This design comes from an exercise in tuning for small area and a short achievable clock period on the open sky130 flow, not from production work. RTL that was checked went through simulation tests only; none was proved equivalent to the original.

Design wallace_tree_multiplier, start of the top module:
module wallace_tree_multiplier (
    input  logic        clk,
    input  logic        reset,
    input  logic [31:0] multiplicand,
    input  logic [31:0] multiplier,
    output logic [63:0] product,
    output logic        overflow
);
Settings: LEC_CHECK=0, ABC_AREA=1, CAP_MARGIN=20, CORE_MARGIN=2, CORE_UTILIZATION=50, SETUP_SLACK_MARGIN=4.5, SLEW_MARGIN=20, SYNTH_HIERARCHICAL=1; clock period 13.5 ns.
standard.sh (not shown) runs the stock make flow with config.mk's settings and CLKGATE_MAP_FILE= SYNTH_SCRIPT=/design/flow/synth_recipe.tcl, a recipe that flattens the netlist after the stock synthesis.
==> flow/flow/run.sh <==
#!/bin/bash
# Standard ORFS layout, with plain buf_1 cells as the port buffers (buffer_ports
# otherwise picks a delay-cell buffer for every port).
set -euo pipefail
export BUFFER_PORTS_ARGS="-buffer_cell sky130_fd_sc_hd__buf_1"
bash standard.sh > standard_flow.log 2>&1
The first run passed the timing, design-rule and antenna checks.
==> next run, changes <==
--- a/flow/config.mk
+++ b/flow/config.mk
@@ -10,3 +10,3 @@
 export CORE_MARGIN = 2
-export CORE_UTILIZATION = 50
+export CORE_UTILIZATION = 60
 export SETUP_SLACK_MARGIN = 4.5
The new run completed with no timing, DRC or antenna violations.
Final area shrinks slightly.
Maximum frequency stays flat.
Setup slack is about the same.
Global-route usage grows by 6.8 points.
Core utilization grows by 9.9 points.
Routed wire length shrinks slightly.
Die area shrinks by about a fifth.
Worst hold slack is worse by 56 ps.
==> next run, changes <==
--- a/flow/config.mk
+++ b/flow/config.mk
@@ -10,4 +10,4 @@
 export CORE_MARGIN = 2
-export CORE_UTILIZATION = 60
-export SETUP_SLACK_MARGIN = 4.5
+export CORE_UTILIZATION = 40
+export SETUP_SLACK_MARGIN = 5
 export SLEW_MARGIN = 20
After rerunning:
- cell area came out higher by a little under a tenth
- core utilization came out lower by 17 points
- hold slack improves by 7.9 ps
- first-iteration DRC count came out lower by a few percent
- cell count came out higher by roughly a tenth
- global-route usage came out lower by 13 points
- area after synthesis is unchanged
- wire length came out higher by roughly a tenth
- critical path depth came out lower by 6

========
Starting RTL as in the previous note.
clock: 13.5 ns
lec_check: 0
abc_area: 1
cap_margin: 20
core_margin: 2
core_utilization: 50
setup_slack_margin: 5
slew_margin: 20
synth_hierarchical: 1
Scripts as last shown in full above: flow/flow/run.sh
Then changed:
SETUP_SLACK_MARGIN = 4   (was 5)
Outcome: The new run completed without violations; via count went down by 2.9%; final cell count goes down by 2.3%; core utilization drops by 4.1 points.
Then changed:
CORE_UTILIZATION = 70   (was 50)
SETUP_SLACK_MARGIN = 4.5   (was 4)
=> Die area drops by 28%. Setup slack improves by 0.41 ns. Cell area climbs by 0.37%. Global-route usage climbs by 13 points.
Then changed:
CORE_UTILIZATION = 40   (was 70)
Register-to-register slack gets worse by 0.08 ns; routed wire length came out higher by a few percent; cell area went up by a few percent.
Then changed:
CORE_UTILIZATION = 60   (was 40)
SETUP_SLACK_MARGIN = 5   (was 4.5)
Result: The changed run completed with no timing, DRC or antenna violations; synthesized area stays the same; clock skew hardly moves.

========
== cedar ==
Another version of the RTL of wallace_tree_multiplier (not shown whole).
For scale: roughly 2800 cells after synthesis, ~150 flip-flops, about 130 I/O pins, roughly 26000 sq um of cells after synthesis.
Design wallace_tree_multiplier, start of the top module:
module wallace_tree_multiplier (
    input  logic        clk,
    input  logic        reset,
    input  logic [31:0] multiplicand,
    input  logic [31:0] multiplier,
    output logic [63:0] product,
    output logic        overflow
);
Settings: LEC_CHECK=0, ABC_AREA=1, CAP_MARGIN=20, CORE_MARGIN=2, CORE_UTILIZATION=70, SLEW_MARGIN=20, SYNTH_HIERARCHICAL=1; clock period 13.5 ns.
==> flow/flow/run.sh <==
#!/bin/bash
# Standard ORFS layout, with plain buf_1 cells as the port buffers (buffer_ports
# otherwise picks a delay-cell buffer for every port), and timing repair aimed
# at a 6.7 ns setup margin.
set -euo pipefail
export BUFFER_PORTS_ARGS="-buffer_cell sky130_fd_sc_hd__buf_1"
bash standard.sh SETUP_SLACK_MARGIN=6.7 finish > standard_flow.log 2>&1
cedar ran to completion and came out clean on the timing, design-rule and antenna checks.
diff inputs: cedar => oak
--- a/flow/flow/run.sh
+++ b/flow/flow/run.sh
@@ -4 +4 @@
-# at a 6.7 ns setup margin.
+# at a 6.9 ns setup margin.
@@ -7 +7 @@
-bash standard.sh SETUP_SLACK_MARGIN=6.7 finish > standard_flow.log 2>&1
+bash standard.sh SETUP_SLACK_MARGIN=6.9 finish > standard_flow.log 2>&1
==> summary.txt <==
Wire: oak routes more than cedar
From cedar to oak the numbers moved as follows: flop-to-flop setup slack went up by 150 ps; cell area after layout went up by about 1.6%; initial DRC count went down by 1.9%; critical path depth went down by 1.
cedar vs oak, topmost layer with routed signal wires: met4 vs met5
Function was not checked in any run of this note: the RTL went through the layout flow alone.

========
wallace_tree_multiplier, a different RTL version from the one above (not shown whole).
Size: roughly 4800 cells after synthesis, ~65 flip-flops, ~130 I/O pins.
Design wallace_tree_multiplier, start of the top module:
module wallace_tree_multiplier (
    input  logic        clk,
    input  logic        reset,
    input  logic [31:0] multiplicand,
    input  logic [31:0] multiplier,
    output logic [63:0] product,
    output logic        overflow
);
Settings: LEC_CHECK=0, CAP_MARGIN=20, CORE_MARGIN=2, CORE_UTILIZATION=40, SLEW_MARGIN=20; clock period 13.5 ns.
run.sh (not shown) runs the stock make flow with config.mk's settings and CLKGATE_MAP_FILE= SYNTH_SCRIPT=/design/flow/synth_recipe.tcl, a recipe that flattens the netlist after the stock synthesis.
Stock flow here: none of the scripts above is used.
The baseline went through all stages and came out clean.
==> next run, changes <==
Settings changed: ABC_AREA set to 1.
Outcome: Via count goes down by a quarter to a third; die area decreases by about a fifth; setup slack is better by 0.42 ns; critical path depth does not change.
No functional check of the RTL was part of any run of this note.

========
Another version of the RTL of wallace_tree_multiplier (not shown whole).
Size: ~2700 cells after synthesis, ~65 flip-flops, ~130 I/O pins, ~24000 µm² of cells after synthesis.
export LEC_CHECK = 0
export ABC_AREA = 1
export CAP_MARGIN = 20
export CORE_MARGIN = 2
export CORE_UTILIZATION = 40
export SETUP_SLACK_MARGIN = 5
export SLEW_MARGIN = 20
export SYNTH_HIERARCHICAL = 1
create_clock -name core_clock -period 13.5 [get_ports {clk}]
The first run completed with no timing, DRC or antenna violations.
Then changed:
CORE_UTILIZATION = 60   (was 40)
The new run passed the timing, design-rule and antenna checks.
Via count went up slightly.
Maximum frequency went down slightly.
Count of clock-buffer cells in the layout does not change.
Global-route usage came out higher by 14 points.
Cell count decreases by a little under a tenth.
Then changed:
CORE_UTILIZATION = 40   (was 60)
SETUP_SLACK_MARGIN = not set   (was 5)
Design area came out lower by 8.1%.
Clock-buffer cell count does not change.
Wire length drops by 7.8%.
Register-to-register slack is worse by 0.42 ns.
Cell count increases by 4.1%.
Area after synthesis does not change.
Critical path depth is unchanged.
Synthesized cell count does not change.
Then changed:
==> flow/flow/run.sh (new file) <==
#!/bin/bash
# Standard ORFS layout, with plain buf_1 cells as the port buffers (buffer_ports
# otherwise picks a delay-cell buffer for every port).
set -euo pipefail
export BUFFER_PORTS_ARGS="-buffer_cell sky130_fd_sc_hd__buf_1"
bash standard.sh > standard_flow.log 2>&1
==> flow/standard.sh (new file) <==
#!/bin/bash
# synth_recipe.tcl (not shown) runs the flow's synth.tcl, then flattens the netlist and writes it again
# the make line also repeats each setting of config.mk as NAME=value (left out here)
make -C /OpenROAD-flow-scripts/flow DESIGN_CONFIG=/design/flow/config.mk WORK_HOME=/design/flow/orfs CLKGATE_MAP_FILE= SYNTH_SCRIPT=/design/flow/synth_recipe.tcl "${@:-finish}"
SETUP_SLACK_MARGIN = 5   (was not set)
removed: flow/run.sh
Result: Synthesized cell count stays the same; count of clock-buffer cells in the layout stays the same; setup slack is better by 1.2 ns; global-route usage goes up by 1.1 points; final area goes up by 6.1%; via count goes up by 5.0%; final cell count goes up by 2.3%; hold slack is better by 0.0043 ns; wire length goes up by 8.5%; die area is unchanged; register-to-register slack is worse by 0.11 ns.
Then changed:
==> flow/run.sh (new file) <==
#!/bin/bash
# synth_recipe.tcl (not shown) runs the flow's synth.tcl, then flattens the netlist and writes it again
# the make line also repeats each setting of config.mk as NAME=value (left out here)
make -C /OpenROAD-flow-scripts/flow DESIGN_CONFIG=/design/flow/config.mk WORK_HOME=/design/flow/orfs CLKGATE_MAP_FILE= SYNTH_SCRIPT=/design/flow/synth_recipe.tcl finish
SETUP_SLACK_MARGIN = 3   (was 5)
removed: flow/flow/run.sh
removed: flow/standard.sh
=>
- The changed run completed without violations
- critical path depth is unchanged
- worst hold slack gets worse by 0.0043 ns
- routed wire length falls by 7.8%
- worst setup slack is worse by 1.2 ns

========
Another version of the RTL of wallace_tree_multiplier (not shown whole).
Size in the first run: roughly 2800 cells after synthesis, ~110 flip-flops, about 25000 sq um of cells after synthesis.
Settings: LEC_CHECK=0, ABC_AREA=1, CAP_MARGIN=20, CORE_MARGIN=2, CORE_UTILIZATION=70, SLEW_MARGIN=20, SYNTH_HIERARCHICAL=1; clock period 13.5 ns.
standard.sh (not shown) runs the stock make flow with config.mk's settings and CLKGATE_MAP_FILE= SYNTH_SCRIPT=/design/flow/synth_recipe.tcl, a recipe that flattens the netlist after the stock synthesis.
==> flow/flow/run.sh <==
#!/bin/bash
# Standard ORFS layout, with plain buf_1 cells as the port buffers (buffer_ports
# otherwise picks a delay-cell buffer for every port), and timing repair aimed
# at a 5.9 ns setup margin.
set -euo pipefail
export BUFFER_PORTS_ARGS="-buffer_cell sky130_fd_sc_hd__buf_1"
bash standard.sh SETUP_SLACK_MARGIN=5.9 finish > standard_flow.log 2>&1
==> next run, changes <==
--- a/flow/flow/run.sh
+++ b/flow/flow/run.sh
@@ -4 +4 @@
-# at a 5.9 ns setup margin.
+# at a 6.3 ns setup margin.
@@ -7 +7 @@
-bash standard.sh SETUP_SLACK_MARGIN=5.9 finish > standard_flow.log 2>&1
+bash standard.sh SETUP_SLACK_MARGIN=6.3 finish > standard_flow.log 2>&1
Outcome: First-iteration DRC count rises by 1.3%; critical path depth is unchanged; register-to-register slack hardly moves.
No functional check of the RTL was part of any run of this note.

========
Setup of run E:
Another version of the RTL of wallace_tree_multiplier (not shown whole).
For scale: roughly 2,900 cells after synthesis, roughly 140 flip-flops, ~130 I/O pins, roughly 26,000 µm² of cells after synthesis.
export LEC_CHECK = 0
export ABC_AREA = 1
export CAP_MARGIN = 20
export CORE_MARGIN = 2
export CORE_UTILIZATION = 70
export SLEW_MARGIN = 20
export SYNTH_HIERARCHICAL = 1
create_clock -name core_clock -period 13.5 [get_ports {clk}]
==> flow/flow/run.sh <==
#!/bin/bash
# Standard ORFS layout, with plain buf_1 cells as the port buffers (buffer_ports
# otherwise picks a delay-cell buffer for every port), and timing repair aimed
# at a 6.7 ns setup margin.
set -euo pipefail
export BUFFER_PORTS_ARGS="-buffer_cell sky130_fd_sc_hd__buf_1"
bash standard.sh SETUP_SLACK_MARGIN=6.7 finish > standard_flow.log 2>&1
Relative to run E, the following input files were edited for run B:
==> flow/flow/run.sh <==
#!/bin/bash
# Standard ORFS layout, with plain buf_1 cells as the port buffers (buffer_ports
# otherwise picks a delay-cell buffer for every port), and timing repair aimed
# at a 7.1 ns setup margin.
set -euo pipefail
export BUFFER_PORTS_ARGS="-buffer_cell sky130_fd_sc_hd__buf_1"
bash standard.sh SETUP_SLACK_MARGIN=7.1 finish > standard_flow.log 2>&1
[summary]
- Run B went all the way through the flow, and no timing, DRC or antenna check failed.
- Setup WNS run E -> run B: better
- Register area share after synthesis came out exactly the same in run E and run B.
- Clock-cell share of area essentially unchanged between run E and run B.
- Looking at origin of the worst setup path, the multiplier[29] result is from run E; the multiplier[15] one comes from run B.
- [compare] base=run E new=run B: via count of the first global-routing pass +200; largest net degree at the start of global routing fell by 17.
Function was not checked in any run of this note: the RTL went through the layout flow alone.

========
== old ==
Another version of the RTL of wallace_tree_multiplier (not shown whole).
For scale: about 2700 cells after synthesis, about 140 flip-flops, ~130 I/O pins, ~0.026 mm2 of cells after synthesis.
// wallace_tree_multiplier
module wallace_tree_multiplier (
    input  logic        clk,
    input  logic        reset,
    input  logic [31:0] multiplicand,
    input  logic [31:0] multiplier,
    output logic [63:0] product,
    output logic        overflow
);
export LEC_CHECK = 0
export ABC_AREA = 1
export CAP_MARGIN = 20
export CORE_MARGIN = 2
export CORE_UTILIZATION = 80
export SLEW_MARGIN = 20
export SYNTH_HIERARCHICAL = 1
create_clock -name core_clock -period 13.5 [get_ports {clk}]
==> flow/flow/run.sh <==
#!/bin/bash
# Standard ORFS layout, with plain buf_1 cells as the port buffers (buffer_ports
# otherwise picks a delay-cell buffer for every port), and timing repair aimed
# at a 6.7 ns setup margin.
set -euo pipefail
export BUFFER_PORTS_ARGS="-buffer_cell sky130_fd_sc_hd__buf_1"
bash standard.sh SETUP_SLACK_MARGIN=6.7 finish > standard_flow.log 2>&1
For new, these inputs were changed with respect to old:
-- flow/config.mk --
<<< old, line 11
export CORE_UTILIZATION = 80
>>> new, line 11
export CORE_UTILIZATION = 70
[summary]
Routed metal-1 wire length grows by a little under 10% when moving from old to new. Against old, post-placement setup slack in new came out better. From old to new the numbers moved as follows: post-synthesis to final-layout area growth rose 0.24 points; slew of the pin with the lowest slew margin rose 0.0048 ns; cell area after technology mapping about even. Re final clock period utilization by the worst path: new is 0.81 points down on old.

what the ideal ports hide:
How much do the figures lean on ideal ports? The routed layouts below were timed once more, with nothing changed but the port constraints. Step 1 sets driving cells, clkbuf_16 on the clock port and buf_2 on the other inputs (assumed; they add their load-dependent delay and slew). Step 2, shift: input delay + t, output delay - t, t = (earliest + latest rising clock arrival at the registers) / 2. This alone moves slack from input paths to output paths. Slacks: no drivers / after step 1 / after step 2; pairs: no drivers / after step 1.
run | t, ns | setup WS [ns] | worst hold slack (ns)
the first run of note 1 | 0.443 | 4.691 / 4.711 / 4.269 | 0.604 / 0.604 / 0.604
the second run of note 1 | 0.410 | 4.691 / 4.712 / 4.302 | 0.549 / 0.549 / 0.549
the third run of note 1 | 0.442 | 5.082 / 5.119 / 4.678 | 0.556 / 0.556 / 0.556
the first run of note 2 | 0.435 | 5.105 / 5.128 / 4.693 | 0.616 / 0.616 / 0.616
the second run of note 2 | 0.447 | 4.275 / 4.314 / 3.868 | 0.601 / 0.601 / 0.601
the third run of note 2 | 0.404 | 4.681 / 4.700 / 4.296 | 0.561 / 0.561 / 0.561
the fourth run of note 2 | 0.441 | 4.676 / 4.711 / 4.270 | 0.557 / 0.557 / 0.557
the fifth run of note 2 | 0.415 | 5.149 / 5.152 / 4.737 | 0.549 / 0.549 / 0.549
cedar | 0.514 | 6.715 / 6.747 / 6.234 | 0.686 / 0.686 / 0.686
oak | 0.523 | 6.927 / 6.933 / 6.438 | 0.676 / 0.676 / 0.676
the first run of note 4 | 0.459 | 2.539 / 2.577 / 2.118 | 0.684 / 0.684 / 0.684
the second run of note 4 | 0.420 | 2.957 / 2.981 / 2.561 | 0.546 / 0.546 / 0.546
the first run of note 5 | 0.444 | 5.120 / 5.142 / 4.698 | 0.663 / 0.663 / 0.663
the second run of note 5 | 0.431 | 5.071 / 5.102 / 4.671 | 0.586 / 0.586 / 0.586
the third run of note 5 | 0.440 | 3.867 / 3.897 / 3.457 | 0.671 / 0.671 / 0.671
the fourth run of note 5 | 0.442 | 5.101 / 5.115 / 4.673 | 0.675 / 0.675 / 0.675
the fifth run of note 5 | 0.440 | 3.867 / 3.897 / 3.457 | 0.671 / 0.671 / 0.671
the first run of note 6 | 0.448 | 5.977 / 6.010 / 5.562 | 0.776 / 0.776 / 0.776
the second run of note 6 | 0.450 | 6.336 / 6.360 / 5.910 | 0.777 / 0.777 / 0.777
run E | 0.509 | 6.796 / 6.830 / 6.321 | 0.763 / 0.763 / 0.763
run B | 0.521 | 7.060 / 7.083 / 6.562 | 0.780 / 0.780 / 0.780
old | 0.519 | 6.646 / 6.668 / 6.149 | 0.656 / 0.656 / 0.656
new | 0.522 | 6.756 / 6.778 / 6.256 | 0.656 / 0.656 / 0.656
After both steps every run listed still meets setup and hold. For new, which loses most, drivers alone change the setup slack by +0.022 ns; drivers and shift together by -0.500 ns.
